Source: an optimization exercise on an open RTL-to-GDS flow (aim: small area and a short achievable clock period). Production flows keep margins and buffers that such runs may drop.
RTL that was checked went through simulation tests only; none was proved equivalent to the original.
No functional check of the RTL was part of runs 7 and 8.
The clock input has no modelled driver; a real chip could not lean on it and would need a root buffer or a full tree.
Power figures rest on the tool's default switching activity, not on a simulated workload.

--- design/flow/design.v ---
module FSM_out
(
    input             clk,
    input             reset_n,
    input             req,
    input             fifo_empty,
    input      [63:0] fifo_data,    
    output reg        remove,       
    output reg        load,         
    output reg        strobe_out,
    output reg        data_end,
    output reg  [7:0] data_out
);
reg [3:0] state;
reg       shift;
reg       hold;
reg [55:0] buf_q;
wire idle = (state == 4'd0);
wire start = idle && req && !fifo_empty;
always @(posedge clk)
begin
    if (!reset_n)
    begin
        state  <= 4'd0;
        remove <= 1'b0;
        load   <= 1'b0;
        shift  <= 1'b0;
        hold   <= 1'b1;
    end
    else
    begin
        if (idle)
            state <= start ? 4'd1 : 4'd0;
        else if (state == 4'd10)
            state <= 4'd0;
        else
            state <= state + 4'd1;
        remove <= start;
        load   <= (state == 4'd1);
        shift  <= (state >= 4'd2) && (state <= 4'd8);
        hold   <= !((state >= 4'd1) && (state <= 4'd8));
    end
end
always @(posedge clk)
    buf_q <= fifo_data[63:8] | ({56{shift}} & {8'd0, buf_q[55:8]});
wire [7:0] data_next = fifo_data[7:0] | ({8{shift}} & buf_q[7:0]) | ({8{hold}} & data_out);
always @(posedge clk)
begin
    if (!reset_n)
    begin
        strobe_out <= 1'b0;
        data_end   <= 1'b0;
        data_out   <= 8'd0;
    end
    else
    begin
        data_out <= data_next;
        if (load)
            strobe_out <= 1'b1;
        if (state == 4'd9)
            data_end <= 1'b1;
        else if (state == 4'd10)
        begin
            strobe_out <= 1'b0;
            data_end   <= 1'b0;
        end
    end
end
endmodule
module module_64_8
#(parameter width = 64, parameter depth = 8)
(
    input   clk,
    input   reset_n,
    input   strobe_in,
    input   [width-1:0] input_data,
    input   req_data,
    output  ready,
    output  data_end,
    output  strobe_out,
    output  [7:0] data_out,
    output  [$clog2(depth)-1:0] write_counter
);
localparam aw = $clog2(depth);
reg [width-1:0] mem [depth-1:0];
reg [depth-1:0] rd_ptr;
reg [depth-1:0] rd_sel;
reg [depth-1:0] wr_en;
reg [aw:0] count;
reg        empty;
wire full = count[aw];
wire write = strobe_in && !full;
wire remove;
wire load;
wire [depth-1:0] wr_ptr   = full ? rd_ptr : wr_en;
wire [depth-1:0] wr_ptr_w = {wr_ptr[depth-2:0], wr_ptr[depth-1]};
wire [aw:0] count_w  = remove ? count : count + 1'b1;
wire [aw:0] count_nw = remove ? count - 1'b1 : count;
wire        full_w   = (count_w == depth);
wire        full_nw  = (count_nw == depth);
wire        empty_nw = (count_nw == 0);
assign write_counter = count[aw-1:0];
assign ready = empty;
always @(posedge clk)
begin
    if (!reset_n)
    begin
        count <= 0;
        empty <= 1'b1;
        wr_en <= 1;
    end
    else if (write)
    begin
        count <= count_w;
        empty <= 1'b0;
        wr_en <= full_w ? {depth{1'b0}} : wr_ptr_w;
    end
    else
    begin
        count <= count_nw;
        empty <= empty_nw;
        wr_en <= full_nw ? {depth{1'b0}} : wr_ptr;
    end
end
always @(posedge clk)
begin
    if (!reset_n)
    begin
        rd_ptr <= 1;
        rd_sel <= 0;
    end
    else
    begin
        if (load)
            rd_ptr <= {rd_ptr[depth-2:0], rd_ptr[depth-1]};
        rd_sel <= remove ? rd_ptr : {depth{1'b0}};
    end
end
integer i;
always @(posedge clk)
begin
    for (i = 0; i < depth; i = i + 1)
        if (wr_en[i])
            mem[i] <= input_data;
end
reg [width-1:0] rd_data;
always @*
begin
    rd_data = 0;
    for (i = 0; i < depth; i = i + 1)
        rd_data = rd_data | ({width{rd_sel[i]}} & mem[i]);
end
FSM_out FSM_out_1
(
    .clk        (clk),
    .reset_n    (reset_n),
    .req        (req_data),
    .fifo_empty (empty),
    .fifo_data  (rd_data),
    .remove     (remove),
    .load       (load),
    .strobe_out (strobe_out),
    .data_end   (data_end),
    .data_out   (data_out)
);
endmodule
--- design/flow/config.mk ---
export PLATFORM = sky130hd
export DESIGN_NAME = module_64_8
export DESIGN_NICKNAME = module_64_8
export VERILOG_FILES = /design/flow/design.v
export SDC_FILE = /design/flow/constraint.sdc
export NUM_CORES = 4
export LEC_CHECK = 0
export CAP_MARGIN = 20
export CORE_MARGIN = 2
export CORE_UTILIZATION = 60
export SETUP_SLACK_MARGIN = 3.2
export SLEW_MARGIN = 20
--- design/flow/constraint.sdc ---
create_clock -name core_clock -period 5.0 [get_ports {clk}]
set_input_delay 1.0000 -clock core_clock [delete_from_list [all_inputs] [get_ports {clk}]]
set_output_delay 1.0000 -clock core_clock [all_outputs]
set_load 0.01 [all_outputs]
--- design/flow/flow/clock_top.tcl ---
set block [ord::get_db_block]
set clk_net [[$block findBTerm clk] getNet]

proc loads_of {net drv} {
  set loads {}
  foreach it [$net getITerms] {
    if {[$it getInst] ne $drv} { lappend loads $it }
  }
  return $loads
}
proc out_net_of {inst} {
  foreach it [$inst getITerms] {
    if {[$it isOutputSignal]} { return [$it getNet] }
  }
  return {}
}

set roots {}
foreach it [$clk_net getITerms] { lappend roots [$it getInst] }
if {[llength $roots] != 1} {
  puts "clock_top: clock port drives [llength $roots] cells, leaving the tree as it is"
  return
}
set root [lindex $roots 0]
set root_net [out_net_of $root]
set level1 [loads_of $root_net $root]
if {[llength $level1] > 4 || [llength [$root_net getBTerms]] > 0} {
  puts "clock_top: root drives [llength $level1] pins, leaving the tree as it is"
  return
}
puts "clock_top: removing root [$root getName], clock port now drives [llength $level1] pins"
foreach it $level1 { $it disconnect }
foreach it [$root getITerms] { $it disconnect }
odb::dbInst_destroy $root
odb::dbNet_destroy $root_net
foreach it $level1 { $it connect $clk_net }

# split first-level buffers while the clock port has room
set n_clk [llength $level1]
set k 0
foreach it $level1 {
  if {$n_clk >= 4} { break }
  set buf [$it getInst]
  set net [out_net_of $buf]
  set loads [loads_of $net $buf]
  if {[llength $loads] < 4} { continue }
  # positions of the loads
  set pts {}
  set xs {}
  set ys {}
  foreach l $loads {
    set b [[$l getInst] getBBox]
    set x [expr {([$b xMin] + [$b xMax]) / 2}]
    set y [expr {([$b yMin] + [$b yMax]) / 2}]
    lappend pts [list $l $x $y]
    lappend xs $x
    lappend ys $y
  }
  set dx [expr {[tcl::mathfunc::max {*}$xs] - [tcl::mathfunc::min {*}$xs]}]
  set dy [expr {[tcl::mathfunc::max {*}$ys] - [tcl::mathfunc::min {*}$ys]}]
  set idx [expr {$dx >= $dy ? 1 : 2}]
  set pts [lsort -integer -index $idx $pts]
  set half [expr {[llength $pts] / 2}]
  set keep [lrange $pts 0 [expr {$half - 1}]]
  set move [lrange $pts $half end]
  set master [$buf getMaster]
  set nb [odb::dbInst_create $block $master "clkbuf_split_${k}_clk"]
  set nn [odb::dbNet_create $block "clknet_split_${k}_clk"]
  $nn setSigType CLOCK
  foreach p $move {
    set l [lindex $p 0]
    $l disconnect
    $l connect $nn
  }
  # place each buffer at the centre of its loads
  foreach {b group} [list $buf $keep $nb $move] {
    set sx 0
    set sy 0
    foreach p $group {
      incr sx [lindex $p 1]
      incr sy [lindex $p 2]
    }
    set n [llength $group]
    $b setLocation [expr {$sx / $n}] [expr {$sy / $n}]
    $b setPlacementStatus PLACED
  }
  [$nb findITerm A] connect $clk_net
  [$nb findITerm X] connect $nn
  puts "clock_top: split [$buf getName]: [llength $keep] loads kept, [llength $move] moved to [$nb getName]"
  incr n_clk
  incr k
}
global_connect
detailed_placement
check_placement -verbose
--- design/flow/standard.sh ---
#!/bin/bash
# synth_recipe.tcl (not shown) runs the flow's synth.tcl, then flattens the netlist and writes it again
# the make line also repeats each setting of config.mk as NAME=value (left out here)
make -C /OpenROAD-flow-scripts/flow DESIGN_CONFIG=/design/flow/config.mk WORK_HOME=/design/flow/orfs CLKGATE_MAP_FILE= SYNTH_SCRIPT=/design/flow/synth_recipe.tcl "${@:-finish}"
--- design/flow/flow/run.sh ---
#!/bin/bash
# The standard ORFS layout, with the port buffers made of buf_1 cells (instead of the
# delay cells buffer_ports picks by default), timing repair free to change a cell's
# footprint, a clock tree of about 30 flip-flops per leaf buffer, and the top of the
# clock tree reshaped after CTS (flow/clock_top.tcl).
set -euo pipefail
W=$(pwd)
bash standard.sh MATCH_CELL_FOOTPRINT=0 \
  "BUFFER_PORTS_ARGS=-buffer_cell sky130_fd_sc_hd__buf_1" \
  "CTS_ARGS=-sink_clustering_enable -repair_clock_nets -buf_list {sky130_fd_sc_hd__clkbuf_16} -sink_clustering_size 30 -sink_clustering_max_diameter 80 -dont_use_dummy_load" \
  "POST_CTS_TCL=$W/flow/clock_top.tcl" \
  finish > standard_flow.log 2>&1
==> results of run 1 <==
==> worst paths after layout <==
path	from	end	slack [ns]	cells after the start
max reg2reg	rd_sel[4]$_SDFF_PN0_	FSM_out_1.data_out[0]$_SDFF_PN0_	3.23	4
max	FSM_out_1.data_out[5]$_SDFF_PN0_	data_out[5]	3.17	1
min	empty$_SDFF_PN1_	FSM_out_1.remove$_SDFF_PN0_	0.44	1
min reg2reg	empty$_SDFF_PN1_	FSM_out_1.remove$_SDFF_PN0_	0.44	1
==> flip-flops by register name, summed over array words and instances (netlist names), 4 cells and up <==
signal / cells
FSM_out_1.buf_q: 56
FSM_out_1.data_out: 8
FSM_out_1.state: 4
count: 4
mem: 512
rd_ptr: 8
rd_sel: 8
wr_en: 8
==> final cells by class, clock buffers not listed <==
type | instances | area (µm²) | share of cell area
timing repair buffer | 109 | 701 | 0.0307
tap | 455 | 569 | 0.0249
buffer | 2 | 50.0 | 0.00219
antenna | 2 | 5.00 | 0.000219
timing repair inverter | 1 | 5.00 | 0.000219
inverter | 7 | 30.0 | 0.00131
sequential | 615 | 17500 | 0.766
multi-input combinational | 430 | 3350 | 0.147
==> per-stage QoR <==
step	hold WS, ns	worst slack [ns]	utilization	instances	total power, mW
global route	0.460	3.13	0.662	1645	8.69
finish	0.439	3.17	0.662	1646	8.44
global placement	0.442	2.79	0.632	1606	6.15
detailed placement	0.447	2.77	0.632	1606	6.16
floorplan	0.437	3.22	-	1125	6.01
==> report_power, final <==
part	switching (mW)	total [mW]	leakage (nW)	internal (mW)
clock	1.36	2.34	0.333	0.980
sequential	0.0983	5.79	5.55	5.70
combinational	0.190	0.304	1.38	0.115
total	1.65	8.44	7.26	6.79
==> cell usage after synthesis, types with 11 or more instances <==
cell,instances
a221oi_1,64
a222oi_1,48
a22o_1,64
a22oi_1,89
a31oi_1,11
and3_1,17
buf_1,15
clkbuf_1,52
dfxtp_1,103
edfxtp_1,512
nand3_1,50
nor2_1,19
==> cell families (layout without fill, tap and decap cells) <==
logic type / Yosys count / count (layout)
compound gates: 297 / 297
mux: 9 / 9
simple gates: 111 / 111
xor+xnor: 6 / 6
other cells: 0 / 2
fa+ha+maj: 7 / 7
buf+inv: 80 / 144
flops: 615 / 615
==> routing by layer <==
metal	vias to the layer above	wire, µm	track usage	share of wire
li1	4837	-	-	-
met1	5723	20900	0.401	0.44
met2	430	23000	0.422	0.48
met3	39	3500	0.0371	0.073
met4	0	557	0.0388	0.012
met5	-	0	0	0
==> results.py, run 1 <==
metrics = {
    "placement": {
        "place_area_um2": 21800,
        "portBuffers": 81,
        "gp_congestion": 0.757,
        "dp_hpwl_um": 23700,
    },
    "yosys": {
        "synth_top_cells_by_area": "edfxtp_1, dfxtp_1, a22oi_1, a221oi_1, a22o_1",
        "yosysSeqAreaShare": 0.827,
        "synth_nets": 1199,
        "synth-seq-cells": 615,
        "synth.area.mux_share": 0.00427,
        "synth-xor-area-share": 0.00249,
        "yosysWarningCount": 3,
        "yosys.area_share.simple": 0.0278,
        "synth_edf_count": 512,
        "synth_flop_cell": "edfxtp_1",
        "synth_top_area_cell": "edfxtp_1",
        "synthCells": 1125,
        "avgSynthCellArea_um2": 18.7,
        "synth_top_area_share": 0.730,
        "yosysUniqueCellTypes": 40,
        "synth_top_family_by_area": "compound AO/OA/AOI/OAI gates",
        "synth-adder-area-share": 0.00404,
        "synth_compound_area_frac": 0.119,
        "synth_area_um2": 21100,
        "synthArstFlopShare": 0,
    },
    "floorplan": {
        "design.core.area_um2": 34500,
        "rows": 68,
        "start_util": 0.610,
        "fp.dieH_um": 191,
        "die_width_um": 191,
        "pin_count": 82,
        "die-area_um2": 36600,
    },
    "timing": {
        "fmax_ghz": 0.546,
        "tns_ns": 0,
        "slew_headroom": 0.427,
        "final-setup-viol-count": 0,
        "final.period_utilization": 0.367,
        "period_needed_ns": 1.83,
        "maxSlewViolCount": 0,
        "finalHoldViolCount": 0,
        "finClkSkew_ns": 0.0283,
        "worst_pin_slew_ns": 0.859,
        "rsz0062_at_grt": "true",
    },
    "critical_path": {
        "path_buf_inv": 1,
        "critPathMaxStageDelay_ns": 0.38,
        "critPathMaxFanout": 2,
        "arrival_ns": 0.83,
        "critical_path_required_ns": 4.00,
        "startpoint_type": "register",
        "cp_top_family": "flip-flops",
        "timing_worst_setup_path_type": "register to primary output",
        "cpMaxStageDelayCell": "dfxtp_2",
        "worstPathCellList": "buf_6",
        "cp-end-kind": "primary output",
    },
    "clocking": {
        "clock-sinks": 615,
        "path_clk_slew_ns": 0.10,
        "clk_latency_ns": 0.36,
    },
    "cells_and_area": {
        "finalInstanceArea_um2": 22900,
        "syn_to_final_growth_pct": 8.47,
        "nets": 1265,
        "final_common_cell": "edfxtp_1",
        "drive_above_1_share": 0.0942,
        "final_cell_mix": "edfxtp_1, a22oi_1, dfxtp_1",
        "fill_cells": 2409,
    },
    "power_and_ir_drop": {
        "p_per_area_nw_per_um2": 369,
        "vdd_drop_max_v": 0.000283,
        "p_leak_nw": 7.26,
    },
    "global_routing": {
        "overflow": 0,
        "grt_pass1_vias": 10756,
        "grt_start_max_net_pins": 55,
        "antenna_found_initial": 3,
        "grt_pass1_wl_um": 69800,
        "grt_use_total": 0.264,
    },
    "route": {
        "routed_wirelength_um": 47900,
        "vias": 11029,
        "vias_per_cell": 6.70,
        "dr.pass1.iters": 5,
        "drt_iter0_markers": 1261,
        "route.detailed.drc": 0,
        "ant_nets": 0,
        "wl_per_cell_um": 29.1,
    },
    "status": {
        "status": "finished clean",
    },
    "worst_hold_path": {
        "hp-class": "register to register",
    },
    "run": {
        "maxCapViolations": 0,
    },
}
==> run 2, diff against run 1 <==
--- a/design/flow/flow/run.sh
+++ b/design/flow/flow/run.sh
@@ -8,5 +8,5 @@
 bash standard.sh MATCH_CELL_FOOTPRINT=0 \
   "BUFFER_PORTS_ARGS=-buffer_cell sky130_fd_sc_hd__buf_1" \
-  "CTS_ARGS=-sink_clustering_enable -repair_clock_nets -buf_list {sky130_fd_sc_hd__clkbuf_16} -sink_clustering_size 30 -sink_clustering_max_diameter 80 -dont_use_dummy_load" \
+  "CTS_ARGS=-sink_clustering_enable -repair_clock_nets -buf_list {sky130_fd_sc_hd__clkbuf_16} -sink_clustering_size 30 -sink_clustering_max_diameter 50 -dont_use_dummy_load" \
   "POST_CTS_TCL=$W/flow/clock_top.tcl" \
   finish > standard_flow.log 2>&1
==> run 2 against run 1 <==
  * Still clean on timing, DRC and antenna
  * Critical path depth stayed put
  * Routed wire length is 0.71% higher
  * Via count is 1.4% higher
  * Flip-flop and latch count stayed put
  * Setup slack worse by 0.045 ns
  * Die area stayed put
  * Register-to-register slack better by 0.03 ns
  * Sequential share of layout area is 1.2 points lower
  * Largest power group unchanged
==> results.py, run 2 <==
metrics = {
    "status": {
        "status": "finished clean",
    },
    "global_routing": {
        "grt_pass1_vias": 10969,
        "grt_start_max_net_pins": 55,
        "overflow": 0,
        "grt_use_total": 0.266,
        "grt_pass1_wl_um": 70500,
        "antenna_found_initial": 3,
    },
    "critical_path": {
        "cpMaxStageDelayCell": "dfxtp_4",
        "critPathMaxFanout": 2,
        "arrival_ns": 0.88,
        "rrSetupSlack_ns": 3.26,
        "cp-end-kind": "primary output",
        "timing_worst_setup_path_type": "register to primary output",
        "startpoint_type": "register",
        "path_buf_inv": 1,
        "critPathMaxStageDelay_ns": 0.37,
        "critical_path_required_ns": 4.00,
        "worstPathCellList": "buf_6",
        "cp_top_family": "flip-flops",
    },
    "yosys": {
        "yosysSeqAreaShare": 0.827,
        "synth.most_common_cell": "edfxtp_1",
        "avgSynthCellArea_um2": 18.7,
        "synth_nets": 1199,
        "synthArstFlopShare": 0,
        "synth_edf_count": 512,
        "synth_top_cells_by_area": "edfxtp_1, dfxtp_1, a22oi_1, a221oi_1, a22o_1",
        "synth_top_area_share": 0.730,
        "synth_top_area_cell": "edfxtp_1",
        "synth-seq-cells": 615,
        "synth_commonest_cells": "edfxtp_1, dfxtp_1, a22oi_1",
        "synthCells": 1125,
        "yosysWarningCount": 3,
        "synth_flop_cell": "edfxtp_1",
        "yosysUniqueCellTypes": 40,
        "synth_area_um2": 21100,
    },
    "timing": {
        "slew_headroom": 0.559,
        "final.period_utilization": 0.376,
        "fmax_ghz": 0.532,
        "finalHoldViolCount": 0,
        "fin_ws_ns": 3.12,
        "worst_pin_slew_ns": 0.662,
        "tns_ns": 0,
        "finClkSkew_ns": 0.0402,
        "period_needed_ns": 1.88,
        "hold_ws_ns": 0.434,
        "final-setup-viol-count": 0,
        "rsz0062_at_grt": "true",
        "maxSlewViolCount": 0,
    },
    "cells_and_area": {
        "fill_cells": 2363,
        "largest_reg_flops": 512,
        "regMostFlops": "mem",
        "final_cell_mix": "edfxtp_1, a22oi_1, dfxtp_1",
        "nets": 1277,
        "syn_to_final_growth_pct": 10.2,
        "reg_top3": "mem x512, FSM_out_1.buf_q x56",
        "drive_above_1_share": 0.102,
        "final_common_cell": "edfxtp_1",
    },
    "clocking": {
        "clock-sinks": 615,
        "clk_latency_ns": 0.39,
        "path_clk_slew_ns": 0.08,
    },
    "floorplan": {
        "rows": 68,
        "pin_count": 82,
        "design.core.area_um2": 34500,
        "fp.dieH_um": 191,
        "start_util": 0.610,
        "die-area_um2": 36600,
        "die_width_um": 191,
    },
    "power_and_ir_drop": {
        "p_per_area_nw_per_um2": 390,
        "vdd_drop_max_v": 0.000275,
        "power_mw": 9.06,
        "p_leak_nw": 7.43,
    },
    "route": {
        "wl_per_cell_um": 29.1,
        "routed_wirelength_um": 48200,
        "drt_iter0_markers": 1227,
        "dr.pass1.iters": 6,
        "vias": 11182,
        "vias_per_cell": 6.74,
        "ant_nets": 0,
        "route.detailed.drc": 0,
    },
    "placement": {
        "portBuffers": 81,
        "preCtsSetupSlack_ns": 2.77,
        "gp_congestion": 0.757,
        "dp_hpwl_um": 23700,
    },
    "run": {
        "maxCapViolations": 0,
    },
    "worst_hold_path": {
        "hp-class": "register to register",
    },
}
-- run 2: changes by cell type in the layout (fill, tap and decap cells not counted) --
| cell | before | now |
|---|---|---|
| clkinvlp_2 | 1 | 0 |
| clkinvlp_4 | 1 | 2 |
| buf_4 | 12 | 8 |
| clkbuf_16 | 27 | 42 |
| or3_1 | 0 | 1 |
| or3_4 | 1 | 0 |
| buf_6 | 27 | 28 |
-- run 2: per-stage QoR --
stage	std cells	area (µm²)	util
after detailed placement	1606	21800	0.632
after global routing	1657	23200	0.672
after global placement	1606	21800	0.632
final	1658	23200	0.672
after floorplan	1125	21100	-
-- run 2: final cells by class, clock buffers not listed --
type / instances / area [µm²] / share of cell area
tap: 455 / 569 / 0.0245
timing repair inverter: 1 / 7.51 / 0.000323
timing repair buffer: 106 / 682 / 0.0294
multi-input combinational: 430 / 3350 / 0.144
antenna: 2 / 5.00 / 0.000216
sequential: 615 / 17500 / 0.755
inverter: 7 / 30.0 / 0.00129
-- run 2: per-layer routing --
layer	up-vias	GRT usage	share of wire
met2	459	0.424	0.48
met3	57	0.0402	0.079
li1	4865	-	-
met1	5801	0.401	0.43
met4	0	0.0488	0.014
met5	-	0	0
-- run 2: worst paths after layout --
kind / startpoint / end / cells past startpoint
setup reg to reg: count[0]$_SDFF_PN0_ / wr_en[5]$_SDFF_PN0_ / 6
setup / recovery: FSM_out_1.data_out[0]$_SDFF_PN0_ / data_out[0] / 1
hold / removal: empty$_SDFF_PN1_ / FSM_out_1.remove$_SDFF_PN0_ / 1
hold reg to reg: empty$_SDFF_PN1_ / FSM_out_1.remove$_SDFF_PN0_ / 1
-- run 2: logic make-up after synthesis --
logic type               synth area share
flip-flops                          0.827
AO/OA/AOI/OAI                       0.119
AND/OR/NAND/NOR                    0.0278
buffers and inverters              0.0152
multiplexers                      0.00427
adder cells (fa/ha/maj)           0.00404
XOR/XNOR                          0.00249
-- run 2: power by group --
part	total, mW	internal [mW]	switching, mW
clock network	2.96	1.49	1.48
registers	5.80	5.70	0.0966
logic	0.298	0.109	0.189
total	9.06	7.29	1.76
==> run 3, diff against run 2 <==
==> design/flow/flow/run.sh (replaced) <==
#!/bin/bash
# The standard ORFS layout, with the port buffers made of buf_1 cells (instead of the
# delay cells buffer_ports picks by default), timing repair free to change a cell's
# footprint, a clock tree of about 25 flip-flops per leaf buffer, and the top of the
# clock tree reshaped after CTS (flow/clock_top.tcl).
set -euo pipefail
W=$(pwd)
bash standard.sh MATCH_CELL_FOOTPRINT=0 \
  "BUFFER_PORTS_ARGS=-buffer_cell sky130_fd_sc_hd__buf_1" \
  "CTS_ARGS=-sink_clustering_enable -repair_clock_nets -buf_list {sky130_fd_sc_hd__clkbuf_16} -sink_clustering_size 25 -sink_clustering_max_diameter 60 -dont_use_dummy_load" \
  "POST_CTS_TCL=$W/flow/clock_top.tcl" \
  finish > standard_flow.log 2>&1
==> run 3 against run 2 <==
  * Still clean
  * Sequential share of layout area rose by 0.56 points
  * First-iteration DRC count grew 10%
  * Fmax rose by 1.4%
  * Setup slack better by 0.026 ns
  * Synthesized cell count is the same
  * Routed wire length down 0.12%
  * Sequential power about the same
  * Register-to-register slack lost 0.02 ns
  * Global-route usage decreased by 0.17 points
  * Highest routed layer unchanged
==> results.py, run 3 <==
metrics = {
    "yosys": {
        "synth_nets": 1199,
        "synthCells": 1125,
        "synth_area_um2": 21100,
        "synth_commonest_cells": "edfxtp_1, dfxtp_1, a22oi_1",
        "synthArstFlopShare": 0,
        "yosysSeqAreaShare": 0.827,
        "avgSynthCellArea_um2": 18.7,
        "yosysWarningCount": 3,
        "synth.most_common_cell": "edfxtp_1",
        "synth_top_area_cell": "edfxtp_1",
        "yosysUniqueCellTypes": 40,
        "synth_top_cells_by_area": "edfxtp_1, dfxtp_1, a22oi_1, a221oi_1, a22o_1",
        "synth_edf_count": 512,
        "synth_flop_cell": "edfxtp_1",
        "synth_top_area_share": 0.730,
        "synth-seq-cells": 615,
    },
    "power_and_ir_drop": {
        "vdd_drop_max_v": 0.000398,
        "pwr-share-clk": 0.309,
        "p_leak_nw": 7.35,
        "pwr-share-comb": 0.034,
        "switching_share": 0.196,
        "p_per_area_nw_per_um2": 383,
        "power_mw": 8.82,
        "p_switching_mw": 1.73,
        "seqPwrFrac": 0.657,
        "intPower_mw": 7.09,
    },
    "critical_path": {
        "cpMaxStageDelayCell": "dfxtp_2",
        "startpoint_type": "register",
        "critPathMaxFanout": 2,
        "critPathMaxStageDelay_ns": 0.37,
        "worstPathCellList": "buf_6",
        "cp_top_family": "flip-flops",
        "reg2reg_depth": 6,
        "regToRegEndpoint": "wr_en[7]$_SDFF_PN0_",
        "cp-end-kind": "primary output",
        "arrival_ns": 0.85,
        "rrSetupSlack_ns": 3.24,
        "regToRegStartpoint": "count[1]$_SDFF_PN0_",
        "critical_path_required_ns": 4.00,
        "timing_worst_setup_path_type": "register to primary output",
        "path_buf_inv": 1,
    },
    "cells_and_area": {
        "final_cell_mix": "edfxtp_1, a22oi_1, dfxtp_1",
        "final_common_cell": "edfxtp_1",
        "nets": 1270,
        "drive_above_1_share": 0.0980,
        "fill_cells": 2386,
        "syn_to_final_growth_pct": 9.34,
        "fin_cells": 1650,
        "finalInstanceArea_um2": 23000,
        "reg_top3": "mem x512, FSM_out_1.buf_q x56",
        "regMostFlops": "mem",
        "largest_reg_flops": 512,
    },
    "route": {
        "vias_per_cell": 6.69,
        "wl_per_cell_um": 29.2,
        "drt_iter0_markers": 1353,
        "routed_wirelength_um": 48200,
        "ant_nets": 0,
        "vias": 11031,
        "route.detailed.drc": 0,
        "dr.pass1.iters": 5,
    },
    "worst_hold_path": {
        "hp-class": "register to register",
        "holdPathEnd": "FSM_out_1.remove$_SDFF_PN0_",
        "holdPathStages": 1,
        "min_from": "empty$_SDFF_PN1_",
    },
    "floorplan": {
        "die-area_um2": 36600,
        "pin_count": 82,
        "die_width_um": 191,
        "rows": 68,
        "design.core.area_um2": 34500,
        "fp.dieH_um": 191,
        "start_util": 0.610,
    },
    "placement": {
        "preCtsSetupSlack_ns": 2.77,
        "dp_hpwl_um": 23700,
        "dp.cells": 1606,
        "gp_congestion": 0.757,
        "portBuffers": 81,
        "place_area_um2": 21800,
    },
    "timing": {
        "fin_ws_ns": 3.15,
        "rsz0062_at_grt": "true",
        "tns_ns": 0,
        "slew_headroom": 0.432,
        "maxSlewViolCount": 0,
        "worst_pin_slew_ns": 0.852,
        "finalHoldViolCount": 0,
        "finClkSkew_ns": 0.0393,
        "final.period_utilization": 0.370,
        "final-setup-viol-count": 0,
        "fmax_ghz": 0.540,
        "period_needed_ns": 1.85,
    },
    "global_routing": {
        "grt_start_max_net_pins": 55,
        "grt_use_total": 0.265,
        "overflow": 0,
        "grt_pass1_vias": 10850,
        "antenna_found_initial": 1,
        "grt_pass1_wl_um": 70100,
    },
    "clocking": {
        "clock-sinks": 615,
        "path_clk_slew_ns": 0.09,
        "clk_latency_ns": 0.37,
    },
    "status": {
        "status": "finished clean",
    },
    "run": {
        "maxCapViolations": 0,
    },
}
[run 3: routing by layer]
metal / vias up / wire (µm) / GRT usage / share of wire
met5: - / 0 / 0 / 0
met4: 0 / 743 / 0.0509 / 0.015
met3: 51 / 3770 / 0.0352 / 0.078
met2: 436 / 23000 / 0.420 / 0.48
met1: 5692 / 20600 / 0.401 / 0.43
li1: 4852 / - / - / -
[run 3: area by class of cell, clock buffers not listed]
cell class / instances / area (µm²) / share of cell area
Timing Repair inverter: 1 / 7.51 / 0.000326
Inverter: 7 / 30.0 / 0.00130
Multi-Input combinational cell: 430 / 3350 / 0.146
Tap cell: 455 / 569 / 0.0247
Timing Repair Buffer: 105 / 658 / 0.0286
Antenna cell: 1 / 2.50 / 0.000109
Sequential cell: 615 / 17500 / 0.760
[run 3: logic make-up (layout without fill, tap and decap cells)]
| family | count (synthesis) | after routing | synth area share |
|---|---|---|---|
| fa+ha+maj | 7 | 7 | 0.00404 |
| mux | 9 | 9 | 0.00427 |
| simple gates | 111 | 111 | 0.0278 |
| other cells | 0 | 1 | 0 |
| compound gates | 297 | 297 | 0.119 |
| xor+xnor | 6 | 6 | 0.00249 |
| buf+inv | 80 | 149 | 0.0152 |
| flops | 615 | 615 | 0.827 |
[run 3: through the flow]
stage,hold slack (ns),utilization
5_1_grt,0.470,0.667
3_3_place_gp,0.442,0.632
6_report,0.445,0.667
3_5_place_dp,0.447,0.632
2_1_floorplan,0.437,-
[run 3: how the worst max path moves through the flow]
stage,start,depth (start not counted),to
5_1_grt,reset_n,5,wr_en[0]$_SDFF_PN1_
6_report,FSM_out_1.data_out[5]$_SDFF_PN0_,1,data_out[5]
3_5_place_dp,reset_n,5,wr_en[0]$_SDFF_PN1_
2_1_floorplan,strobe_in,5,wr_en[1]$_SDFF_PN0_
3_3_place_gp,reset_n,5,wr_en[0]$_SDFF_PN1_
[run 3: power by group through the flow]
stage	Sequential (mW)	Combinational [mW]	Clock (mW)
2_1_floorplan	5.90	0.112	0
3_3_place_gp	5.91	0.241	0
3_5_place_dp	5.92	0.245	0
5_1_grt	5.81	0.327	2.94
6_report	5.79	0.298	2.73
==> run 4, diff against run 3 <==
==> design/flow/flow/run.sh (replaced) <==
#!/bin/bash
# The standard ORFS layout with these changes:
# - synthesis maps the logic with an area-oriented ABC script (flow/abc_area.script);
#   everything else in synthesis is the standard synthesis, so the registers are
#   the same cells with the same names;
# - the port buffers are buf_1 cells (instead of the delay cells buffer_ports picks),
#   and timing repair is free to change a cell's footprint;
# - a clock tree of about 30 flip-flops per leaf buffer, whose top is reshaped after
#   CTS (flow/clock_top.tcl) so the clock port drives four first-level buffers.
set -euo pipefail
W=$(pwd)
# ORFS's synth.tcl, with its ABC script replaced by flow/abc_area.script
sed '/^source \$::env(SCRIPTS_DIR)\/synth_preamble.tcl/a set abc_args [lreplace $abc_args 1 1 $::env(MY_ABC_SCRIPT)]\nputs "ABC script: $::env(MY_ABC_SCRIPT)"' \
  "$FLOW_HOME/scripts/synth.tcl" > "$W/area_synth.tcl"
grep -q MY_ABC_SCRIPT "$W/area_synth.tcl"
# The standard flow's synthesis script, sourcing that copy
sed "s#source \$::env(SCRIPTS_DIR)/synth.tcl#source $W/area_synth.tcl#" synth_recipe.tcl > "$W/area_synth_recipe.tcl"
grep -q area_synth.tcl "$W/area_synth_recipe.tcl"
export MY_ABC_SCRIPT="$W/flow/abc_area.script"
bash standard.sh "SYNTH_SCRIPT=$W/area_synth_recipe.tcl" MATCH_CELL_FOOTPRINT=0 \
  "BUFFER_PORTS_ARGS=-buffer_cell sky130_fd_sc_hd__buf_1" \
  "CTS_ARGS=-sink_clustering_enable -repair_clock_nets -buf_list {sky130_fd_sc_hd__clkbuf_16} -sink_clustering_size 30 -sink_clustering_max_diameter 80 -dont_use_dummy_load" \
  "POST_CTS_TCL=$W/flow/clock_top.tcl" \
  finish > standard_flow.log 2>&1
==> design/flow/flow/abc_area.script (new file) <==
&get -n
&st
&dch
&nf -R 1000
&put
topo
stime -c
==> run 4 against run 3 <==
  * Clock power decreased by 14%
  * Via count decreased by 1.9%
  * Largest power group unchanged
  * Cell count decreased by 2.9%
  * First-iteration DRC count increased by 18%
  * Setup slack got worse by 0.093 ns
  * Critical endpoint is now wr_en[0]$_SDFF_PN1_
  * Global-route usage decreased by 1.2 points
==> results.py, run 4 <==
metrics = {
    "cells_and_area": {
        "regMostFlops": "mem",
        "final_common_cell": "edfxtp_1",
        "nets": 1229,
        "reg_top3": "mem x512, FSM_out_1.buf_q x56",
        "finalInstanceArea_um2": 22700,
        "final_cell_mix": "edfxtp_1, a222oi_1, dfxtp_1",
        "syn_to_final_growth_pct": 10.6,
        "fill_cells": 2237,
        "fin_cells": 1602,
        "drive_above_1_share": 0.106,
        "largest_reg_flops": 512,
    },
    "yosys": {
        "synth-seq-cells": 615,
        "avgSynthCellArea_um2": 20.2,
        "synthCells": 1016,
        "synth_top_area_cell": "edfxtp_1",
        "synth_edf_count": 512,
        "synthArstFlopShare": 0,
        "synth_top_area_share": 0.750,
        "synth_top_cells_by_area": "edfxtp_1, dfxtp_1, a222oi_1, nand3_1, and3_1",
        "synth_commonest_cells": "edfxtp_1, a222oi_1, dfxtp_1",
        "synth_flop_cell": "edfxtp_1",
        "yosysSeqAreaShare": 0.851,
        "yosysWarningCount": 3,
        "synth_area_um2": 20500,
        "synth_nets": 1090,
        "yosysUniqueCellTypes": 35,
        "synth.most_common_cell": "edfxtp_1",
    },
    "route": {
        "wl_per_cell_um": 27.9,
        "vias_per_cell": 6.75,
        "ant_nets": 0,
        "dr.pass1.iters": 9,
        "route.detailed.drc": 0,
        "routed_wirelength_um": 44700,
        "drt_iter0_markers": 1602,
        "vias": 10820,
    },
    "global_routing": {
        "grt_pass1_vias": 10922,
        "grt_pass1_wl_um": 66500,
        "met1_usage": 0.363,
        "grt_start_max_net_pins": 52,
        "grt_use_met2": 0.418,
        "use_met3": 0.0399,
        "antenna_found_initial": 4,
        "grt_use_total": 0.252,
        "top_usage_layer": "met2",
        "overflow": 0,
    },
    "timing": {
        "maxSlewViolCount": 0,
        "slew_headroom": 0.488,
        "finalHoldViolCount": 0,
        "worst_pin_slew_ns": 0.769,
        "period_needed_ns": 1.94,
        "finClkSkew_ns": 0.0464,
        "fmax_ghz": 0.514,
        "final-setup-viol-count": 0,
        "rsz0062_at_grt": "true",
        "final.period_utilization": 0.389,
        "tns_ns": 0,
    },
    "floorplan": {
        "die_width_um": 189,
        "die-area_um2": 35600,
        "start_util": 0.610,
        "design.core.area_um2": 33600,
        "fp.dieH_um": 189,
        "pin_count": 82,
        "rows": 67,
    },
    "placement": {
        "dp.cells": 1563,
        "gp_congestion": 0.731,
        "portBuffers": 81,
        "place_area_um2": 21600,
        "dp_hpwl_um": 21800,
    },
    "critical_path": {
        "critPathMaxFanout": 8,
        "arrival_ns": 2.18,
        "cp-end-kind": "register",
        "rrSetupSlack_ns": 3.06,
        "startpoint_type": "register",
        "timing_worst_setup_path_type": "register to register",
        "critical_path_required_ns": 5.24,
    },
    "clocking": {
        "clock-sinks": 615,
        "path_clk_slew_ns": 0.11,
        "clk_latency_ns": 0.36,
    },
    "power_and_ir_drop": {
        "p_leak_nw": 7.22,
        "p_per_area_nw_per_um2": 386,
        "power_mw": 8.74,
        "vdd_drop_max_v": 0.000292,
    },
    "run": {
        "maxCapViolations": 0,
    },
    "worst_hold_path": {
        "hp-class": "register to register",
    },
    "status": {
        "status": "finished clean",
    },
}
run 4: changes by cell type in the layout (fill, tap and decap cells not counted), sizes merged, moves of 15 or more:
cell / change
nand2: +15
a221oi: -62
a22oi: -86
a22o: -64
a21oi: +15
a222oi: +136
run 4: cell type report, clock buffers not listed:
cell class              count  area [µm²]  area share
flip-flops and latches    615       17500       0.773
multi-input cells         385        3130       0.138
repair buffers            109         701      0.0309
well taps                 448         561      0.0247
inverters                  17        66.3     0.00293
plain buffers               2        50.0     0.00221
diodes                      1        2.50    0.000110
run 4: routing by layer:
| layer | up-vias | routed length, µm |
|---|---|---|
| met2 | 480 | 21800 |
| met1 | 5490 | 18400 |
| met4 | 6 | 693 |
| met5 | - | 44 |
| met3 | 62 | 3740 |
| li1 | 4782 | - |
run 4: cells by family (layout without fill, tap and decap cells):
kind of cell	Yosys count	after routing	synth area share
AOI/OAI and AO/OA	245	245	0.109
xor gates and xnor gates	6	6	0.00256
adders and majority gates	6	6	0.00366
buffers and inverters	17	153	0.00311
DFF	615	615	0.851
muxes	3	3	0.00153
other	0	1	0
and+or+nand+nor	124	125	0.0294
run 4: metrics by stage:
stage / hold WS [ns] / util / worst slack [ns]
after floorplan: 0.422 / - / 3.20
after global placement: 0.433 / 0.641 / 2.57
after detailed placement: 0.437 / 0.641 / 2.53
after global routing: 0.475 / 0.674 / 2.96
final: 0.447 / 0.674 / 3.06
run 4: path summary, 6_finish.rpt:
kind / cells past startpoint / startpoint / end
worst min-delay path: 2 / mem[6][46]$_DFFE_PP_ / FSM_out_1.buf_q[38]$_DFF_P_
worst min register to register: 2 / mem[6][46]$_DFFE_PP_ / FSM_out_1.buf_q[38]$_DFF_P_
worst max register to register: 9 / count[0]$_SDFF_PN0_ / wr_en[0]$_SDFF_PN1_
worst max-delay path: 9 / count[0]$_SDFF_PN0_ / wr_en[0]$_SDFF_PN1_
run 4: power by group:
part           leakage (nW)  total, mW  switching, mW  internal [mW]
registers              5.58       6.03          0.176           5.86
logic                  1.31      0.364          0.249          0.115
clock network         0.333       2.34           1.36          0.979
total                  7.22       8.74           1.78           6.95
run 4: critical path, cell delays in order (launching register included):
cell and delay, ns:
dfxtp_4 0.36, buf_6 0.11, buf_6 0.12, inv_4 0.05
ha_4 0.12, mux2_4 0.30, nor3_2 0.13, and2_4 0.28
a2111oi_4 0.05, a311o_1 0.33
==> run 5, diff against run 4 <==
==> design/flow/flow/abc_area.script (replaced) <==
&get -n
&st
&dch
&nf -R 0
&put
topo
stime -c
==> run 5 against run 4 <==
  * Still clean
  * Combinational power grew 8.2%
  * Critical path depth shrank 8
  * Global-route usage is essentially flat
  * Total power shrank 0.28%
  * Synthesized cell count is the same
  * Routed wire length grew 1.6%
  * Sequential power is essentially flat
  * First-iteration DRC count shrank 5.8%
  * Fmax grew 5.9%
  * Sequential share of layout area shrank 0.45 points
  * Critical path type is now register to primary output
==> results.py, run 5 <==
metrics = {
    "timing": {
        "fmax_ghz": 0.544,
        "period_needed_ns": 1.84,
        "slew_headroom": 0.515,
        "final.period_utilization": 0.367,
        "tns_ns": 0,
        "hold_ws_ns": 0.452,
        "finalHoldViolCount": 0,
        "final-setup-viol-count": 0,
        "worst_pin_slew_ns": 0.727,
        "rsz0062_at_grt": "true",
        "maxSlewViolCount": 0,
        "finClkSkew_ns": 0.0345,
    },
    "route": {
        "dr.pass1.iters": 9,
        "drt-met1-wl_um": 18500,
        "drt_iter0_markers": 1509,
        "route.detailed.drc": 0,
        "routed_wirelength_um": 45400,
        "ant_nets": 0,
        "vias": 10969,
        "wl_met2_um": 21800,
        "vias_per_cell": 6.82,
        "wl_per_cell_um": 28.2,
        "wl_met3_um": 4550,
        "top_layer_used": "met5",
    },
    "placement": {
        "gp_congestion": 0.740,
        "dp_hpwl_um": 21300,
        "portBuffers": 81,
        "dp.cells": 1561,
    },
    "floorplan": {
        "start_util": 0.612,
        "design.core.area_um2": 33600,
        "die-area_um2": 35800,
        "die_width_um": 189,
        "fp.dieH_um": 189,
        "rows": 67,
        "pin_count": 82,
    },
    "cells_and_area": {
        "fin_cells": 1609,
        "seqCellArea_um2": 17500,
        "largest_reg_flops": 512,
        "regMostFlops": "mem",
        "reg_top3": "mem x512, FSM_out_1.buf_q x56",
        "fill_cells": 2251,
        "syn_to_final_growth_pct": 10.9,
        "multi_input_comb_area_um2": 3140,
        "drive_above_1_share": 0.104,
        "nets": 1235,
        "final_common_cell": "edfxtp_1",
        "final_cell_mix": "edfxtp_1, a222oi_1, dfxtp_1",
    },
    "yosys": {
        "synth_top_cells_by_area": "edfxtp_1, dfxtp_1, a222oi_1, nand3_1, a21boi_0",
        "avgSynthCellArea_um2": 20.2,
        "synth_area_um2": 20600,
        "yosysWarningCount": 3,
        "synth.most_common_cell": "edfxtp_1",
        "synth-seq-cells": 615,
        "synth_nets": 1090,
        "synth_top_area_share": 0.748,
        "yosysSeqAreaShare": 0.848,
        "synth_flop_cell": "edfxtp_1",
        "synth_edf_count": 512,
        "synth_top_area_cell": "edfxtp_1",
        "synth_commonest_cells": "edfxtp_1, a222oi_1, dfxtp_1",
        "synthCells": 1016,
        "yosysUniqueCellTypes": 35,
        "synthArstFlopShare": 0,
    },
    "critical_path": {
        "critPathMaxStageDelay_ns": 0.38,
        "startpoint_type": "register",
        "regToRegStartpoint": "count[1]$_SDFF_PN0_",
        "regToRegEndpoint": "wr_en[0]$_SDFF_PN1_",
        "endpoint": "data_out[2]",
        "reg2reg_depth": 9,
        "rrSetupSlack_ns": 3.21,
        "critPathMaxFanout": 2,
        "worstPathCellList": "buf_6",
        "path_buf_inv": 1,
        "cp.depth": 1,
        "cp-end-kind": "primary output",
        "crit_path_start": "FSM_out_1.data_out[2]$_SDFF_PN0_",
        "arrival_ns": 0.84,
        "timing_worst_setup_path_type": "register to primary output",
        "cp_top_family": "flip-flops",
        "cpMaxStageDelayCell": "dfxtp_4",
        "critical_path_required_ns": 4.00,
    },
    "global_routing": {
        "grt_start_max_net_pins": 47,
        "overflow": 0,
        "grt_pass1_wl_um": 66300,
        "grt_pass1_vias": 10749,
        "grt_use_total": 0.252,
        "antenna_found_initial": 3,
    },
    "power_and_ir_drop": {
        "p_switching_mw": 1.78,
        "switching_share": 0.204,
        "seqPwrFrac": 0.692,
        "pwr-share-clk": 0.263,
        "pwr-share-comb": 0.045,
        "p_leak_nw": 7.29,
        "vdd_drop_max_v": 0.000264,
        "intPower_mw": 6.93,
        "p_per_area_nw_per_um2": 382,
    },
    "clocking": {
        "clk_latency_ns": 0.36,
        "path_clk_slew_ns": 0.11,
        "clock-sinks": 615,
    },
    "run": {
        "maxCapViolations": 0,
    },
    "worst_hold_path": {
        "hp-class": "register to register",
    },
    "status": {
        "status": "finished clean",
    },
}
[run 5: cells by family (layout without fill, tap and decap cells)]
logic type / count (synthesis) / count (layout) / share of synthesized area
flip-flops: 615 / 615 / 0.848
AO/OA/AOI/OAI: 245 / 245 / 0.111
AND/OR/NAND/NOR: 127 / 127 / 0.0309
buffers and inverters: 14 / 157 / 0.00256
adder cells (fa/ha/maj): 6 / 6 / 0.00365
XOR/XNOR: 6 / 6 / 0.00256
multiplexers: 3 / 3 / 0.00146
other: 0 / 2 / 0
[run 5: worst min-delay path by stage]
stage / startpoint / to / slack, ns / cells after the start
6_report: mem[4][58]$_DFFE_PP_ / FSM_out_1.buf_q[50]$_DFF_P_ / 0.45 / 2
5_1_grt: mem[2][19]$_DFFE_PP_ / FSM_out_1.buf_q[11]$_DFF_P_ / 0.47 / 2
3_5_place_dp: mem[4][63]$_DFFE_PP_ / FSM_out_1.buf_q[55]$_DFF_P_ / 0.45 / 2
3_3_place_gp: mem[4][63]$_DFFE_PP_ / FSM_out_1.buf_q[55]$_DFF_P_ / 0.44 / 2
2_1_floorplan: mem[4][58]$_DFFE_PP_ / FSM_out_1.buf_q[50]$_DFF_P_ / 0.42 / 2
[run 5: layout make-up, clock buffers not listed]
| cell class | instances | area share |
|---|---|---|
| Timing Repair Buffer | 117 | 0.0374 |
| Antenna cell | 2 | 0.000220 |
| Multi-Input combinational cell | 387 | 0.138 |
| Tap cell | 448 | 0.0246 |
| Sequential cell | 615 | 0.769 |
| Inverter | 14 | 0.00241 |
| Buffer | 2 | 0.00220 |
[run 5: routing by layer]
layer	GRT usage	up-vias
met5	0	-
met4	0.0409	2
met3	0.0426	47
met2	0.404	518
met1	0.377	5613
li1	-	4789
[run 5: stage by stage]
step	cell area, µm²	worst slack, ns	power [mW]	utilization
floorplan	20600	3.21	6.24	-
global placement	21600	2.71	6.46	0.643
detailed placement	21600	2.70	6.47	0.643
global route	22800	3.14	8.98	0.678
finish	22800	3.16	8.71	0.678
[run 5: power by group through the flow]
stage / clock, mW / combinational, mW / sequential (mW)
finish: 2.29 / 0.394 / 6.03
global route: 2.50 / 0.430 / 6.05
detailed placement: 0 / 0.299 / 6.18
global placement: 0 / 0.292 / 6.16
floorplan: 0 / 0.0945 / 6.15
==> run 6, diff against run 5 <==
--- a/design/flow/config.mk
+++ b/design/flow/config.mk
@@ -9,4 +9,4 @@
 export CORE_MARGIN = 2
 export CORE_UTILIZATION = 60
-export SETUP_SLACK_MARGIN = 3.2
+export SETUP_SLACK_MARGIN = 3.35
 export SLEW_MARGIN = 20
==> run 6 against run 5 <==
  * Cell area increased by 0.17%
  * Total power barely moved
  * Sequential power barely moved
  * Sequential share of layout area fell by 0.15 points
  * Critical path depth stayed put
  * Critical path type unchanged
==> results.py, run 6 <==
metrics = {
    "floorplan": {
        "fp.dieH_um": 189,
        "die_width_um": 189,
        "rows": 67,
        "pin_count": 82,
        "start_util": 0.612,
        "die-area_um2": 35800,
        "design.core.area_um2": 33600,
    },
    "yosys": {
        "synth_area_um2": 20600,
        "synth_top_area_cell": "edfxtp_1",
        "synth_edf_count": 512,
        "synth_top_area_share": 0.748,
        "yosysUniqueCellTypes": 35,
        "yosysSeqAreaShare": 0.848,
        "synthCells": 1016,
        "synth.area.mux_share": 0.00146,
        "synth_top_family_by_area": "compound AO/OA/AOI/OAI gates",
        "synthArstFlopShare": 0,
        "synth-xor-area-share": 0.00256,
        "yosysWarningCount": 3,
        "yosys.area_share.simple": 0.0309,
        "synth-adder-area-share": 0.00365,
        "synth_top_cells_by_area": "edfxtp_1, dfxtp_1, a222oi_1, nand3_1, a21boi_0",
        "synth-seq-cells": 615,
        "synth.most_common_cell": "edfxtp_1",
        "synth_commonest_cells": "edfxtp_1, a222oi_1, dfxtp_1",
        "synth_compound_area_frac": 0.111,
        "avgSynthCellArea_um2": 20.2,
        "synth_nets": 1090,
        "synth_flop_cell": "edfxtp_1",
    },
    "placement": {
        "dp_hpwl_um": 20800,
        "portBuffers": 81,
        "preCtsSetupSlack_ns": 3.02,
        "gp_congestion": 0.728,
    },
    "cells_and_area": {
        "final_common_cell": "edfxtp_1",
        "post-route-util": 0.679,
        "multi_input_comb_area_um2": 3140,
        "nets": 1235,
        "drive_above_1_share": 0.103,
        "regMostFlops": "mem",
        "final_cell_mix": "edfxtp_1, a222oi_1, dfxtp_1",
        "largest_reg_flops": 512,
        "syn_to_final_growth_pct": 11.1,
        "fill_cells": 2248,
        "reg_top3": "mem x512, FSM_out_1.buf_q x56",
        "seqCellArea_um2": 17500,
    },
    "power_and_ir_drop": {
        "seqPwrFrac": 0.689,
        "pwr-share-comb": 0.048,
        "intPower_mw": 6.93,
        "vdd_drop_max_v": 0.000258,
        "p_per_area_nw_per_um2": 382,
        "pwr-share-clk": 0.264,
        "p_leak_nw": 7.30,
        "switching_share": 0.204,
        "power_mw": 8.72,
        "p_switching_mw": 1.78,
    },
    "worst_hold_path": {
        "holdPathStages": 2,
        "min_from": "mem[4][58]$_DFFE_PP_",
        "holdPathEnd": "FSM_out_1.buf_q[50]$_DFF_P_",
        "hp-class": "register to register",
    },
    "timing": {
        "worst_pin_slew_ns": 0.795,
        "final-setup-viol-count": 0,
        "period_needed_ns": 1.84,
        "finalHoldViolCount": 0,
        "slew_headroom": 0.470,
        "maxSlewViolCount": 0,
        "tns_ns": 0,
        "finClkSkew_ns": 0.0621,
        "fin_ws_ns": 3.16,
        "rsz0062_at_grt": "true",
        "final.period_utilization": 0.369,
        "fmax_ghz": 0.542,
    },
    "clocking": {
        "path_clk_slew_ns": 0.10,
        "clk_latency_ns": 0.36,
        "clock-sinks": 615,
    },
    "route": {
        "drt_iter0_markers": 1696,
        "top_layer_used": "met5",
        "wl_per_cell_um": 28.5,
        "routed_wirelength_um": 46000,
        "vias": 11076,
        "vias_per_cell": 6.88,
        "route.detailed.drc": 0,
        "wl_met2_um": 21800,
        "drt-met1-wl_um": 19300,
        "dr.pass1.iters": 6,
        "wl_met3_um": 4080,
        "ant_nets": 0,
    },
    "critical_path": {
        "critPathMaxFanout": 2,
        "critPathMaxStageDelay_ns": 0.37,
        "regToRegStartpoint": "count[0]$_SDFF_PN0_",
        "path_buf_inv": 1,
        "timing_worst_setup_path_type": "register to primary output",
        "arrival_ns": 0.84,
        "critical_path_required_ns": 4.00,
        "cp-end-kind": "primary output",
        "reg2reg_depth": 9,
        "rrSetupSlack_ns": 3.23,
        "cp_top_family": "flip-flops",
        "regToRegEndpoint": "wr_en[1]$_SDFF_PN0_",
        "worstPathCellList": "buf_6",
        "startpoint_type": "register",
        "cpMaxStageDelayCell": "dfxtp_4",
    },
    "run": {
        "maxCapViolations": 0,
    },
    "global_routing": {
        "antenna_found_initial": 6,
        "grt_use_total": 0.253,
        "overflow": 0,
        "grt_pass1_wl_um": 67100,
        "grt_start_max_net_pins": 65,
        "grt_pass1_vias": 10793,
    },
    "status": {
        "status": "finished clean",
    },
}
run 6: changes by cell type in the layout (fill, tap and decap cells not counted), sizes merged:
cell	before	now
diode	2	4
buf	116	117
clkbuf	27	26
run 6: metal layers:
layer / up-vias / track usage
met5: - / 0
met4: 4 / 0.0718
met3: 52 / 0.0367
met2: 485 / 0.396
met1: 5723 / 0.379
li1: 4812 / -
run 6: worst max-delay path by stage:
| stage | start | cells past startpoint | endpoint |
|---|---|---|---|
| after detailed placement | reset_n | 4 | FSM_out_1.state[0]$_SDFF_PN0_ |
| after floorplan | strobe_in | 3 | wr_en[7]$_SDFF_PN0_ |
| after global routing | count[1]$_SDFF_PN0_ | 1 | write_counter[1] |
| after global placement | reset_n | 4 | FSM_out_1.state[0]$_SDFF_PN0_ |
| final | count[1]$_SDFF_PN0_ | 1 | write_counter[1] |
run 6: cells by family after synthesis:
family	Yosys count
AOI/OAI and AO/OA	245
adders and majority gates	6
muxes	3
DFF	615
and+or+nand+nor	127
buffers and inverters	14
xor gates and xnor gates	6
run 6: worst reg2reg max path, stage by stage, from the launching register on:
cell	delay, ns
dfxtp_4	0.37
buf_6	0.13
inv_4	0.04
ha_4	0.23
and2_4	0.14
o21bai_4	0.14
nor3b_4	0.06
buf_6	0.14
a2111o_1	0.33
a21boi_1	0.12
run 6: cell type report, clock buffers not listed:
type	instances	area share
Sequential cell	615	0.767
Multi-Input combinational cell	387	0.138
Timing Repair Buffer	117	0.0391
Tap cell	448	0.0245
Inverter	14	0.00241
Buffer	2	0.00219
Antenna cell	4	0.000438
run 6: metrics by stage:
step | hold WS [ns] | instances | cell area, µm²
floorplan | 0.422 | 1016 | 20600
global placement | 0.433 | 1559 | 21600
detailed placement | 0.437 | 1560 | 21600
global route | 0.471 | 1609 | 22800
finish | 0.449 | 1611 | 22800
run 6: power groups by stage:
stage | Sequential (mW) | Combinational [mW] | Clock [mW]
after detailed placement | 6.13 | 0.353 | 0
after floorplan | 6.14 | 0.0997 | 0
after global routing | 6.03 | 0.452 | 2.50
after global placement | 6.13 | 0.331 | 0
final | 6.00 | 0.415 | 2.30
==> run 7, diff against run 6 <==
--- a/design/flow/design.v
+++ b/design/flow/design.v
@@ -93,11 +93,13 @@
 wire remove;
 wire load;
-wire [depth-1:0] wr_ptr   = full ? rd_ptr : wr_en;
-wire [depth-1:0] wr_ptr_w = {wr_ptr[depth-2:0], wr_ptr[depth-1]};
-wire [aw:0] count_w  = remove ? count : count + 1'b1;
-wire [aw:0] count_nw = remove ? count - 1'b1 : count;
-wire        full_w   = (count_w == depth);
-wire        full_nw  = (count_nw == depth);
-wire        empty_nw = (count_nw == 0);
+wire [aw:0] count_inc = count + 1'b1;
+wire [aw:0] count_dec = count - 1'b1;
+wire        count_is1 = (count == 1);
+wire        count_is7 = (count == depth - 1);
+wire [aw:0] count_w  = remove ? count : count_inc;
+wire [aw:0] count_nw = remove ? count_dec : count;
+wire        empty_nw = remove ? count_is1 : empty;
+wire [depth-1:0] wr_en_w  = (count_is7 && !remove) ? {depth{1'b0}} : {wr_en[depth-2:0], wr_en[depth-1]};
+wire [depth-1:0] wr_en_nw = wr_en | ({depth{full && remove}} & rd_ptr);
 assign write_counter = count[aw-1:0];
 assign ready = empty;
@@ -114,5 +116,5 @@
         count <= count_w;
         empty <= 1'b0;
-        wr_en <= full_w ? {depth{1'b0}} : wr_ptr_w;
+        wr_en <= wr_en_w;
     end
     else
@@ -120,5 +122,5 @@
         count <= count_nw;
         empty <= empty_nw;
-        wr_en <= full_nw ? {depth{1'b0}} : wr_ptr;
+        wr_en <= wr_en_nw;
     end
 end
--- a/design/flow/config.mk
+++ b/design/flow/config.mk
@@ -9,4 +9,4 @@
 export CORE_MARGIN = 2
 export CORE_UTILIZATION = 60
-export SETUP_SLACK_MARGIN = 3.35
+export SETUP_SLACK_MARGIN = 3.2
 export SLEW_MARGIN = 20
==> run 7 against run 6 <==
  * Combinational power shrank 2%
  * Flip-flop and latch count is the same
  * Register-to-register slack gained 0.05 ns
  * Clock skew shrank 0.0029 ns
  * Worst hold slack lost 0.0013 ns
  * Setup slack lost 0.015 ns
  * Fmax shrank 0.79%
  * Cell area shrank 0.84%
  * Sequential share of layout area grew 0.62 points
  * Global-route usage grew 0.36 points
  * Core utilization shrank 0.57 points
  * Area after synthesis shrank 0.32%
  * Largest cell class unchanged
==> results.py, run 7 <==
metrics = {
    "status": {
        "status": "finished clean",
    },
    "timing": {
        "worst_pin_slew_ns": 0.696,
        "slew_headroom": 0.536,
        "final.period_utilization": 0.372,
        "maxSlewViolCount": 0,
        "final-setup-viol-count": 0,
        "finClkSkew_ns": 0.0592,
        "rsz0062_at_grt": "true",
        "period_needed_ns": 1.86,
        "finalHoldViolCount": 0,
        "tns_ns": 0,
        "fmax_ghz": 0.538,
    },
    "floorplan": {
        "start_util": 0.610,
        "fp.dieH_um": 189,
        "die-area_um2": 35600,
        "design.core.area_um2": 33600,
        "pin_count": 82,
        "rows": 67,
        "die_width_um": 189,
    },
    "cells_and_area": {
        "final_common_cell": "edfxtp_1",
        "n_antenna_cell": 0,
        "post-route-util": 0.674,
        "drive_above_1_share": 0.0961,
        "largest_reg_flops": 512,
        "reg_top3": "mem x512, FSM_out_1.buf_q x56",
        "regMostFlops": "mem",
        "final_cell_mix": "edfxtp_1, a222oi_1, dfxtp_1",
        "nets": 1233,
        "syn_to_final_growth_pct": 10.5,
    },
    "worst_hold_path": {
        "hp-class": "register to register",
        "min_from": "mem[6][40]$_DFFE_PP_",
    },
    "yosys": {
        "synth-seq-cells": 615,
        "synth_flop_cell": "edfxtp_1",
        "synth_top_family_by_area": "compound AO/OA/AOI/OAI gates",
        "synth_nets": 1088,
        "synth_edf_count": 512,
        "synth-xor-area-share": 0.00128,
        "yosysWarningCount": 3,
        "synth_area_um2": 20500,
        "yosysSeqAreaShare": 0.851,
        "yosys.area_share.simple": 0.0311,
        "yosysUniqueCellTypes": 33,
        "synthCells": 1012,
        "synth-adder-area-share": 0.00488,
        "synth_top_cells_by_area": "edfxtp_1, dfxtp_1, a222oi_1, nand3_1, and3_1",
        "synth_top_area_share": 0.750,
        "synth.most_common_cell": "edfxtp_1",
        "synth_commonest_cells": "edfxtp_1, a222oi_1, dfxtp_1",
        "synth_compound_area_frac": 0.108,
        "synthArstFlopShare": 0,
        "avgSynthCellArea_um2": 20.3,
        "synth.area.mux_share": 0.000488,
        "synth_top_area_cell": "edfxtp_1",
    },
    "clocking": {
        "path_clk_slew_ns": 0.11,
        "clk_latency_ns": 0.38,
        "clock-sinks": 615,
    },
    "critical_path": {
        "startpoint_type": "register",
        "cp-end-kind": "primary output",
        "regToRegStartpoint": "FSM_out_1.shift$_SDFF_PN0_",
        "worstPathCellList": "buf_6",
        "cp_top_family": "flip-flops",
        "path_buf_inv": 1,
        "timing_worst_setup_path_type": "register to primary output",
        "critPathMaxFanout": 2,
        "arrival_ns": 0.86,
        "crit_path_start": "FSM_out_1.data_out[2]$_SDFF_PN0_",
        "cpMaxStageDelayCell": "dfxtp_4",
        "critical_path_required_ns": 4.00,
        "critPathMaxStageDelay_ns": 0.37,
    },
    "route": {
        "dr.pass1.iters": 7,
        "vias_per_cell": 6.80,
        "wl_per_cell_um": 28.6,
        "vias": 10899,
        "route.detailed.drc": 0,
        "ant_nets": 0,
        "drt_iter0_markers": 1559,
        "routed_wirelength_um": 45900,
    },
    "placement": {
        "gp_congestion": 0.736,
        "dp_hpwl_um": 21700,
        "portBuffers": 81,
    },
    "power_and_ir_drop": {
        "vdd_drop_max_v": 0.000424,
        "p_leak_nw": 7.32,
        "p_per_area_nw_per_um2": 398,
    },
    "global_routing": {
        "grt_use_total": 0.257,
        "grt_pass1_wl_um": 67800,
        "antenna_found_initial": 2,
        "grt_pass1_vias": 10808,
        "overflow": 0,
        "grt_start_max_net_pins": 51,
    },
    "run": {
        "maxCapViolations": 0,
    },
}
## run 7: cells by family (layout without fill, tap and decap cells)
kind of cell / count (synthesis) / in the layout
XOR/XNOR: 3 / 3
AO/OA/AOI/OAI: 244 / 244
multiplexers: 1 / 1
buffers and inverters: 16 / 159
adder cells (fa/ha/maj): 8 / 8
AND/OR/NAND/NOR: 125 / 125
flip-flops: 615 / 615
## run 7: power by group
group | total [mW] | switching, mW | internal (mW) | leakage, nW
clock network | 2.38 | 1.37 | 1.01 | 0.345
registers | 6.21 | 0.220 | 5.99 | 5.66
logic | 0.407 | 0.294 | 0.113 | 1.32
total | 9.00 | 1.88 | 7.12 | 7.32
## run 7: final timing paths
check / to / slack (ns) / depth (start not counted)
worst min-delay path: FSM_out_1.buf_q[32]$_DFF_P_ / 0.45 / 2
worst max register to register: FSM_out_1.data_out[1]$_SDFF_PN0_ / 3.28 / 4
worst max-delay path: data_out[2] / 3.14 / 1
worst min register to register: FSM_out_1.buf_q[32]$_DFF_P_ / 0.45 / 2
## run 7: per-layer routing
metal,vias to the layer above,share of wire,global-route usage
met5,-,0.00068,0
met4,4,0.013,0.0448
met3,42,0.080,0.0382
met2,461,0.49,0.427
met1,5624,0.42,0.373
li1,4768,-,-
## run 7: worst min-delay path, cell delays in order, from the launching register on
cell and delay, ns:
edfxtp_1 0.32, a222oi_1 0.06, nand3_1 0.08
## run 7: through the flow
stage / hold slack [ns] / cells / total power, mW / cell area [µm²] / setup WS (ns)
3_3_place_gp: 0.436 / 1563 / 6.68 / 21600 / 2.44
6_report: 0.448 / 1603 / 9.00 / 22600 / 3.14
3_5_place_dp: 0.438 / 1563 / 6.70 / 21600 / 2.59
5_1_grt: 0.476 / 1603 / 9.28 / 22600 / 3.12
2_1_floorplan: 0.422 / 1012 / 6.42 / 20500 / 2.87
## run 7: final cells by class, clock buffers not listed
type,instances,area (µm²)
buffer,2,50.0
timing repair buffer,115,786
multi-input combinational,381,3020
sequential,615,17500
fill,2272,11000
inverter,16,62.6
tap,448,561
==> run 8, diff against run 7 <==
--- a/design/flow/config.mk
+++ b/design/flow/config.mk
@@ -9,4 +9,4 @@
 export CORE_MARGIN = 2
 export CORE_UTILIZATION = 60
-export SETUP_SLACK_MARGIN = 3.2
+export SETUP_SLACK_MARGIN = 3.0
 export SLEW_MARGIN = 20
==> run 8 against run 7 <==
  * Register-to-register slack got worse by 0.13 ns
  * Flip-flop and latch count stayed put
  * Die area stayed put
  * Total power down 0.81%
  * Sequential share of layout area increased by 0.40 points
  * Clock power shrank 2%
  * Critical path depth up 6
  * Global-route usage down 0.62 points
  * Core utilization shrank 0.38 points
  * Clock skew increased by 0.015 ns
  * Critical path type is now input pin to register
  * Critical endpoint is now count[2]$_SDFFE_PN0P_
  * Largest cell class unchanged
  * Largest power group unchanged
==> results.py, run 8 <==
metrics = {
    "status": {
        "status": "finished clean",
    },
    "global_routing": {
        "grt_pass1_wl_um": 66400,
        "grt_use_total": 0.251,
        "grt_pass1_vias": 10817,
        "antenna_found_initial": 4,
        "grt_start_max_net_pins": 49,
        "overflow": 0,
    },
    "clocking": {
        "clk_latency_ns": 0.36,
        "path_clk_slew_ns": 0.10,
        "clock-sinks": 615,
    },
    "timing": {
        "maxSlewViolCount": 0,
        "final.period_utilization": 0.376,
        "tns_ns": 0,
        "hold_ws_ns": 0.416,
        "rsz0062_at_grt": "false",
        "fin_ws_ns": 3.12,
        "fmax_ghz": 0.532,
        "period_needed_ns": 1.88,
        "final-setup-viol-count": 0,
        "worst_pin_slew_ns": 0.962,
        "finClkSkew_ns": 0.0738,
        "finalHoldViolCount": 0,
        "slew_headroom": 0.358,
    },
    "cells_and_area": {
        "final_cell_mix": "edfxtp_1, a222oi_1, dfxtp_1",
        "drive_above_1_share": 0.0969,
        "finalInstanceArea_um2": 22500,
        "reg_top3": "mem x512, FSM_out_1.buf_q x56",
        "fin_cells": 1605,
        "seqCellArea_um2": 17500,
        "syn_to_final_growth_pct": 9.88,
        "largest_reg_flops": 512,
        "nets": 1234,
        "fill_cells": 2303,
        "regMostFlops": "mem",
        "final_common_cell": "edfxtp_1",
        "post-route-util": 0.670,
        "multi_input_comb_area_um2": 3020,
    },
    "route": {
        "ant_nets": 0,
        "drt_iter0_markers": 1500,
        "routed_wirelength_um": 44300,
        "dr.pass1.iters": 6,
        "route.detailed.drc": 0,
        "vias_per_cell": 6.81,
        "wl_per_cell_um": 27.6,
        "vias": 10936,
    },
    "worst_hold_path": {
        "hp-class": "register to register",
        "holdPathStages": 2,
    },
    "floorplan": {
        "start_util": 0.610,
        "die_width_um": 189,
        "pin_count": 82,
        "rows": 67,
        "die-area_um2": 35600,
        "fp.dieH_um": 189,
        "design.core.area_um2": 33600,
    },
    "yosys": {
        "yosysUniqueCellTypes": 33,
        "avgSynthCellArea_um2": 20.3,
        "synth-seq-cells": 615,
        "synthArstFlopShare": 0,
        "synth_edf_count": 512,
        "synth.most_common_cell": "edfxtp_1",
        "synth_top_area_share": 0.750,
        "synth_commonest_cells": "edfxtp_1, a222oi_1, dfxtp_1",
        "synth_top_area_cell": "edfxtp_1",
        "synth_nets": 1088,
        "yosysWarningCount": 3,
        "yosysSeqAreaShare": 0.851,
        "synthCells": 1012,
        "synth_top_cells_by_area": "edfxtp_1, dfxtp_1, a222oi_1, nand3_1, and3_1",
        "synth_area_um2": 20500,
        "synth_flop_cell": "edfxtp_1",
    },
    "critical_path": {
        "startpoint_type": "input pin",
        "worstPathCellList": "buf_1 -> nor2b_4 -> inv_4 -> ha_4 -> o21ai_0 -> nor3_1 -> and3b_1",
        "cp-end-kind": "register",
        "reg2reg_depth": 3,
        "rrSetupSlack_ns": 3.15,
        "critPathMaxStageDelay_ns": 0.30,
        "critPathMaxFanout": 10,
        "cpMaxStageDelayCell": "ha_4",
        "critical_path_required_ns": 5.26,
        "timing_worst_setup_path_type": "input pin to register",
        "arrival_ns": 2.14,
    },
    "power_and_ir_drop": {
        "pwr-share-comb": 0.043,
        "p_leak_nw": 7.29,
        "switching_share": 0.207,
        "p_per_area_nw_per_um2": 397,
        "power_mw": 8.93,
        "p_switching_mw": 1.85,
        "vdd_drop_max_v": 0.000321,
        "intPower_mw": 7.08,
        "seqPwrFrac": 0.696,
        "pwr-share-clk": 0.260,
    },
    "placement": {
        "place_area_um2": 21600,
        "gp_congestion": 0.732,
        "dp_hpwl_um": 21800,
        "preCtsSetupSlack_ns": 2.55,
        "dp.cells": 1563,
        "portBuffers": 81,
    },
    "run": {
        "maxCapViolations": 0,
    },
}
[run 8: per-layer routing]
| metal | wire length [µm] | GRT usage |
|---|---|---|
| met1 | 18500 | 0.364 |
| met2 | 21500 | 0.412 |
| met3 | 3680 | 0.0382 |
| met4 | 607 | 0.0517 |
| met5 | 34 | 0 |
[run 8: power by group through the flow]
stage / combinational, mW / sequential (mW) / clock [mW]
2_1_floorplan: 0.0910 / 6.33 / 0
3_3_place_gp: 0.353 / 6.33 / 0
6_report: 0.386 / 6.22 / 2.33
5_1_grt: 0.423 / 6.26 / 2.54
3_5_place_dp: 0.359 / 6.34 / 0
[run 8: layout make-up, clock buffers not listed]
type	count	area share
repair buffers	117	0.0306
diodes	1	0.000111
flip-flops and latches	615	0.778
multi-input cells	381	0.134
plain buffers	2	0.00222
inverters	16	0.00278
well taps	448	0.0249
[run 8: cell families (layout without fill, tap and decap cells)]
group	after synthesis	count (layout)	share of synthesized area
compound gates	244	244	0.108
xor+xnor	3	3	0.00128
fa+ha+maj	8	8	0.00488
buf+inv	16	160	0.00293
flops	615	615	0.851
mux	1	1	0.000488
other cells	0	1	0
simple gates	125	125	0.0311
[run 8: worst max-delay path: cells and delay by family]
family / cells / cell delay [ns]
compound gates: 1 / 0.11
fa+ha+maj: 1 / 0.30
buf+inv: 2 / 0.19
simple gates: 3 / 0.55
[run 8: path summary, 6_finish.rpt]
| kind | from | to |
|---|---|---|
| worst max-delay path | strobe_in | count[2]$_SDFFE_PN0P_ |
| worst min register to register | mem[7][40]$_DFFE_PP_ | FSM_out_1.buf_q[32]$_DFF_P_ |
| worst max register to register | FSM_out_1.shift$_SDFF_PN0_ | FSM_out_1.buf_q[16]$_DFF_P_ |
| worst min-delay path | mem[7][40]$_DFFE_PP_ | FSM_out_1.buf_q[32]$_DFF_P_ |

Check on run 8: ideal ports give 3.119 ns setup slack; a clkbuf_16 on the clock port and buf_2 on the inputs give 3.058 ns; moving port delays by the midpoint clock arrival (0.444 ns) as well gives 2.766 ns.
